Source: an optimization exercise on an open RTL-to-GDS flow (aim: small area and a short achievable clock period). Production flows keep margins and buffers that such runs may drop. Where RTL was checked, it was by simulation tests only, not by an equivalence proof against the original. Power is estimated from default activity; no workload was simulated.

Design lab4_2, start of the top module:
module lab4_2(
  input [1:0] mode,
  input [2:0] n_gasoline_pumps,
  input [2:0] n_diesel_pumps,
  input [3:0] fuel_amount,
  input fuel_type,
  input CLK,
  input rst,
  output [0:5] pump_status,
  output is_gasoline_queue_not_full,
  output is_diesel_queue_not_full,
  output [3:0] n_cars_in_gasoline_queue,
  output [3:0] n_cars_in_diesel_queue,
  output [7:0] total_gasoline_needed,
  output [7:0] total_diesel_needed,
  output reg invalid_gasoline_car,
  output reg invalid_diesel_car,
  output reg invalid_setup_params
);
reg [2:0] gc;
reg [5:0] am;
reg [23:0] r;      
reg [31:0] gq;     
reg [31:0] dq;
reg [3:0] ncg, ncd;
reg [7:0] tg, td;
wire setup  = mode[1];
wire addcmd = ~mode[1] & mode[0];
wire fa_ok  = ~fuel_amount[3] | (fuel_amount[2:0] == 3'd0);
wire add_g  = addcmd & ~fuel_type & fa_ok & ~ncg[3];
wire add_d  = addcmd &  fuel_type & fa_ok & ~ncd[3];
wire flag   = am[0];
reg [3:0] enc;
always @* begin
  case (fuel_amount)
    4'd0: enc = 4'b0000;
    4'd1: enc = 4'b1000;
    4'd2: enc = 4'b1100;
    4'd3: enc = 4'b0110;
    4'd4: enc = 4'b1011;
    4'd5: enc = 4'b0101;
    4'd6: enc = 4'b1010;
    4'd7: enc = 4'b1101;
    4'd8: enc = 4'b1110;
    default: enc = 4'bxxxx;
  endcase
end
wire [3:0] eg = add_g ? enc : 4'd0;
wire [3:0] ed = add_d ? enc : 4'd0;
wire [23:0] r_keep;
wire [5:0]  newg, newd;
wire [31:0] gq_nx, dq_nx;
wire [3:0]  ncg0, ncg1, ncd0, ncd1;
wire [6:0]  tg0, td0;
lab4_2_core core (
  ...
For scale: about 120 flip-flops, ~50 I/O pins.
Settings: LEC_CHECK=0, CAP_MARGIN=20, CORE_MARGIN=2, CORE_UTILIZATION=35, CTS_BUF_LIST=sky130_fd_sc_hd__clkbuf_8, PLACE_DENSITY=0.45, SLEW_MARGIN=20; clock period 36.0 ns.
standard.sh (not shown) runs the stock make flow with config.mk's settings and CLKGATE_MAP_FILE= SYNTH_SCRIPT=/design/flow/synth_recipe.tcl, a recipe that flattens the netlist after the stock synthesis.
==> flow/flow/run.sh <==
#!/bin/bash
# Own layout flow: the standard layout (standard.sh) with these changes:
#  1. synthesis keeps lab4_2_core (pure combinational logic) apart from the
#     top module, so the command inputs only pass through the top's final
#     logic, and maps the logic with an area-minded ABC script (flow/abc.script)
#     and without the full-adder extraction (flow/synth.tcl); the registers
#     are the same as the standard synthesis's, all in the top module;
#  2. ports get sky130_fd_sc_hd__buf_1 buffers (the resizer sizes them up
#     where timing needs it);
#  3. ORFS's timing repair aims for a setup slack margin (flow/margin.txt),
#     so the gates get sized for a short period.
# Each tool's output goes to a log file of its own in this folder.
set -euo pipefail
W=$PWD
MARGIN=$(cat "$W/flow/margin.txt")
make -C "$FLOW_HOME" DESIGN_CONFIG="$W/config.mk" WORK_HOME="$W/orfs" CLKGATE_MAP_FILE= \
  SYNTH_SCRIPT="$W/flow/synth.tcl" MY_ABC_SCRIPT="$W/flow/abc.script" ADDER_MAP_FILE= \
  SYNTH_HIERARCHICAL=1 SYNTH_MINIMUM_KEEP_SIZE=0 \
  synth > "$W/synth.log" 2>&1
BUFFER_PORTS_ARGS="-buffer_cell sky130_fd_sc_hd__buf_1" SETUP_SLACK_MARGIN=$MARGIN \
  bash "$W/standard.sh" > "$W/layout.log" 2>&1
==> flow/flow/abc.script <==
strash
&get -n
&st
&dch -x
&nf -R 200
&st
&dch -x
&nf -R 200
&st
&dch -x
&nf -R 200
&put
==> flow/flow/margin.txt <==
27.4
==> flow/flow/synth.tcl <==
# The standard synthesis (synth_recipe.tcl: ORFS synth.tcl without Yosys's fsm
# and share passes, then flatten and rename), except that ABC maps the logic
# with the script named by MY_ABC_SCRIPT (flow/abc.script) instead of ORFS's
# speed script with its 36 ps delay target.  Registers are untouched by ABC.
proc synth {args} { yosys synth -nofsm -noshare {*}$args }
proc abc {args} {
  set keep {}
  set skip 0
  foreach a $args {
    if { $skip } { set skip 0; continue }
    if { $a in {-script -constr -D} } { set skip 1; continue }
    lappend keep $a
  }
  if { [info exists ::env(MY_ABC_SCRIPT)] } { lappend keep -script $::env(MY_ABC_SCRIPT) }
  puts "abc (custom) $keep"
  yosys abc {*}$keep
}
source $::env(SCRIPTS_DIR)/synth.tcl
# left out here: clear keep_hierarchy, flatten, clean up, hide names made inside functions, write 1_2_yosys.v
The first run completed without violations.
==> next run, changes <==
==> flow/flow/margin.txt (replaced) <==
27.3
=> The new run finished clean; cell count came out lower by 0.34%; global-route usage climbs by 0.29 points; cell area falls by 2.9%; synthesized area is unchanged; setup slack loses 0.015 ns; power came out lower by 5.3%; wire length barely changes; sequential power barely changes; combinational power is about the same; clock power goes down by 15%; clock skew rises by 0.0090 ns.
Function was not checked in any run of this note: the RTL went through the layout flow alone.

========
Another version of the RTL of lab4_2 (not shown whole).
Size in the first run: ~50 I/O pins, roughly 8200 um^2 of cells after synthesis.
==> flow/design.v (excerpt) <==
module lab4_2(
  input [1:0] mode,
  input [2:0] n_gasoline_pumps,
  input [2:0] n_diesel_pumps,
  input [3:0] fuel_amount,
  input fuel_type,
  input CLK,
  input rst,
  output [0:5] pump_status,
  output is_gasoline_queue_not_full,
  output is_diesel_queue_not_full,
  output [3:0] n_cars_in_gasoline_queue,
  output [3:0] n_cars_in_diesel_queue,
  output [7:0] total_gasoline_needed,
  output [7:0] total_diesel_needed,
  output reg invalid_gasoline_car,
  output reg invalid_diesel_car,
  output reg invalid_setup_params
);
clock: 36.0 ns
lec_check: 0
cap_margin: 20
core_margin: 2
core_utilization: 25
slew_margin: 20
==> flow/flow/run.sh <==
#!/bin/bash
# Own layout flow: the standard layout (standard.sh) with these changes:
#  1. synthesis keeps lab4_2_core (pure combinational logic) apart from the
#     top module, so the command inputs only pass through the top's final
#     logic, and maps the logic with Yosys's default ABC script and without
#     the full-adder extraction (flow/synth.tcl); the registers are the same
#     as the standard synthesis's, all in the top module;
#  2. ORFS's timing repair aims for a setup slack margin (flow/margin.txt),
#     so the gates get sized for a short period.
# Each tool's output goes to a log file of its own in this folder.
set -euo pipefail
W=$PWD
MARGIN=$(cat "$W/flow/margin.txt")
make -C "$FLOW_HOME" DESIGN_CONFIG="$W/config.mk" WORK_HOME="$W/orfs" CLKGATE_MAP_FILE= \
  SYNTH_SCRIPT="$W/flow/synth.tcl" ADDER_MAP_FILE= SYNTH_HIERARCHICAL=1 SYNTH_MINIMUM_KEEP_SIZE=0 \
  synth > "$W/synth.log" 2>&1
BUFFER_PORTS_ARGS="-buffer_cell sky130_fd_sc_hd__buf_2" SETUP_SLACK_MARGIN=$MARGIN bash "$W/standard.sh" > "$W/layout.log" 2>&1
==> flow/flow/margin.txt <==
27.5
==> flow/flow/synth.tcl <==
# The standard synthesis (synth_recipe.tcl), except that ABC maps the logic
# with Yosys's default ABC script instead of ORFS's speed script.
proc synth {args} { yosys synth -nofsm -noshare {*}$args }

proc abc {args} {
  set keep {}
  set skip 0
  foreach a $args {
    if { $skip } { set skip 0; continue }
    if { $a in {-script -constr -D} } { set skip 1; continue }
    lappend keep $a
  }
  puts "abc (default script) $keep"
  yosys abc {*}$keep
}
source $::env(SCRIPTS_DIR)/synth.tcl
# left out here: clear keep_hierarchy, flatten, clean up, hide names made inside functions, write 1_2_yosys.v
The first run finished with timing, DRC and antenna clean.
Then changed:
==> flow/flow/run.sh (replaced) <==
#!/bin/bash
# Own layout flow: the standard layout (standard.sh) with these changes:
#  1. synthesis keeps lab4_2_core (pure combinational logic) apart from the
#     top module, so the command inputs only pass through the top's final
#     logic, and maps the logic with an area-minded ABC script (flow/abc.script)
#     and without the full-adder extraction (flow/synth.tcl); the registers
#     are the same as the standard synthesis's, all in the top module;
#  2. ports get sky130_fd_sc_hd__buf_1 buffers (the resizer sizes them up
#     where timing needs it);
#  3. ORFS's timing repair aims for a setup slack margin (flow/margin.txt),
#     so the gates get sized for a short period.
# Each tool's output goes to a log file of its own in this folder.
set -euo pipefail
W=$PWD
MARGIN=$(cat "$W/flow/margin.txt")
make -C "$FLOW_HOME" DESIGN_CONFIG="$W/config.mk" WORK_HOME="$W/orfs" CLKGATE_MAP_FILE= \
  SYNTH_SCRIPT="$W/flow/synth.tcl" MY_ABC_SCRIPT="$W/flow/abc.script" ADDER_MAP_FILE= \
  SYNTH_HIERARCHICAL=1 SYNTH_MINIMUM_KEEP_SIZE=0 \
  synth > "$W/synth.log" 2>&1
BUFFER_PORTS_ARGS="-buffer_cell sky130_fd_sc_hd__buf_1" SETUP_SLACK_MARGIN=$MARGIN \
  bash "$W/standard.sh" > "$W/layout.log" 2>&1
==> flow/flow/abc.script (new file) <==
strash
&get -n
&st
&dch -x
&nf -R 200
&st
&dch -x
&nf -R 200
&st
&dch -x
&nf -R 200
&put
==> flow/flow/margin.txt (replaced) <==
27.2
--- a/flow/flow/synth.tcl
+++ b/flow/flow/synth.tcl
@@ -1,6 +1,3 @@
-# The standard synthesis (synth_recipe.tcl), except that ABC maps the logic
-# with Yosys's default ABC script instead of ORFS's speed script.
 proc synth {args} { yosys synth -nofsm -noshare {*}$args }
-
 proc abc {args} {
   set keep {}
@@ -11,5 +8,6 @@
     lappend keep $a
   }
-  puts "abc (default script) $keep"
+  if { [info exists ::env(MY_ABC_SCRIPT)] } { lappend keep -script $::env(MY_ABC_SCRIPT) }
+  puts "abc (custom) $keep"
   yosys abc {*}$keep
 }
Settings changed: CORE_UTILIZATION 25 to 35, CTS_BUF_LIST from default to sky130_fd_sc_hd__clkbuf_8, PLACE_DENSITY from default to 0.45.
- The new run produced a clean layout
- routed wire length rises by 0.83%
- critical path depth stays the same
- cell count falls by 12%
- cell area fell by 8.2%
- setup slack loses 0.018 ns
- area after synthesis came out lower by 2.6%
- total power shrinks by 15%
- die area drops by 30%
Then changed:
==> flow/flow/run.sh (replaced) <==
#!/bin/bash
# Own layout flow: the standard layout (standard.sh) with these changes:
#  1. synthesis keeps lab4_2_core (pure combinational logic) apart from the
#     top module, so the command inputs only pass through the top's final
#     logic, and maps the logic with Yosys's default ABC script and without
#     the full-adder extraction (flow/synth.tcl); the registers are the same
#     as the standard synthesis's, all in the top module;
#  2. ORFS's timing repair aims for a setup slack margin (flow/margin.txt),
#     so the gates get sized for a short period.
# Each tool's output goes to a log file of its own in this folder.
set -euo pipefail
W=$PWD
MARGIN=$(cat "$W/flow/margin.txt")
make -C "$FLOW_HOME" DESIGN_CONFIG="$W/config.mk" WORK_HOME="$W/orfs" CLKGATE_MAP_FILE= \
  SYNTH_SCRIPT="$W/flow/synth.tcl" ADDER_MAP_FILE= SYNTH_HIERARCHICAL=1 SYNTH_MINIMUM_KEEP_SIZE=0 \
  synth > "$W/synth.log" 2>&1
BUFFER_PORTS_ARGS="-buffer_cell sky130_fd_sc_hd__buf_1" SETUP_SLACK_MARGIN=$MARGIN bash "$W/standard.sh" > "$W/layout.log" 2>&1
==> flow/flow/margin.txt (replaced) <==
27
--- a/flow/flow/synth.tcl
+++ b/flow/flow/synth.tcl
@@ -1,3 +1,6 @@
+# The standard synthesis (synth_recipe.tcl), except that ABC maps the logic
+# with Yosys's default ABC script instead of ORFS's speed script.
 proc synth {args} { yosys synth -nofsm -noshare {*}$args }
+
 proc abc {args} {
   set keep {}
@@ -8,6 +11,5 @@
     lappend keep $a
   }
-  if { [info exists ::env(MY_ABC_SCRIPT)] } { lappend keep -script $::env(MY_ABC_SCRIPT) }
-  puts "abc (custom) $keep"
+  puts "abc (default script) $keep"
   yosys abc {*}$keep
 }
Settings changed: CORE_UTILIZATION 35 to 25, CTS_BUF_LIST sky130_fd_sc_hd__clkbuf_8 to sky130_fd_sc_hd__clkbuf_4 sky130_fd_sc_hd__clkbuf_8, PLACE_DENSITY 0.45 to 0.4.
removed: flow/flow/abc.script
=> The new run ran to the end with no violations. Worst setup slack got worse by 0.14 ns. Utilization goes down by 12 points. Synthesized area rose by a few percent. Final area is higher by a few percent. Critical path depth does not change. Combinational power rose by a little under a tenth. Maximum frequency went down slightly. Non-clock buffer count drops by 15. Register-to-register slack gets better by 0.03 ns.

-- afterwards: timing with drivers on the ports --
How much do the figures lean on ideal ports? The routed layouts below were timed once more, with nothing changed but the port constraints.
Step 1, drivers: a clkbuf_16 drives CLK and a buf_2 each remaining input, both assumed.
Step 2 adds t to the input delays and takes it off the output delays; t is the mean of the earliest and latest rising clock arrival at the registers after step 1. Input paths then give back, and output paths get back, about the clock's delay inside the block.
a / b / c = ideal / step 1 / step 2; a / b = the first two.
run	t (ns)	setup slack, ns	hold slack, ns	slew at the worst register clock pin (ns)	cell pins on the clock port's net
the first run of note 1	0.503	27.343 / 27.341 / 26.838	0.455 / 0.455 / 0.455	0.10 / 0.10	1
the second run of note 1	0.492	27.328 / 27.347 / 26.855	0.459 / 0.459 / 0.459	0.10 / 0.10	1
the first run of note 2	0.479	27.234 / 27.179 / 27.085	0.484 / 0.484 / 0.484	0.06 / 0.06	1
the second run of note 2	0.492	27.216 / 27.169 / 26.872	0.490 / 0.490 / 0.490	0.09 / 0.09	1
the third run of note 2	0.514	27.072 / 27.027 / 26.658	0.491 / 0.491 / 0.491	0.09 / 0.09	1
After both steps setup and hold are still met in every run listed. The setup slack of the first run of note 1, which loses most, moves by -0.002 ns with the drivers and by -0.505 ns with both steps.
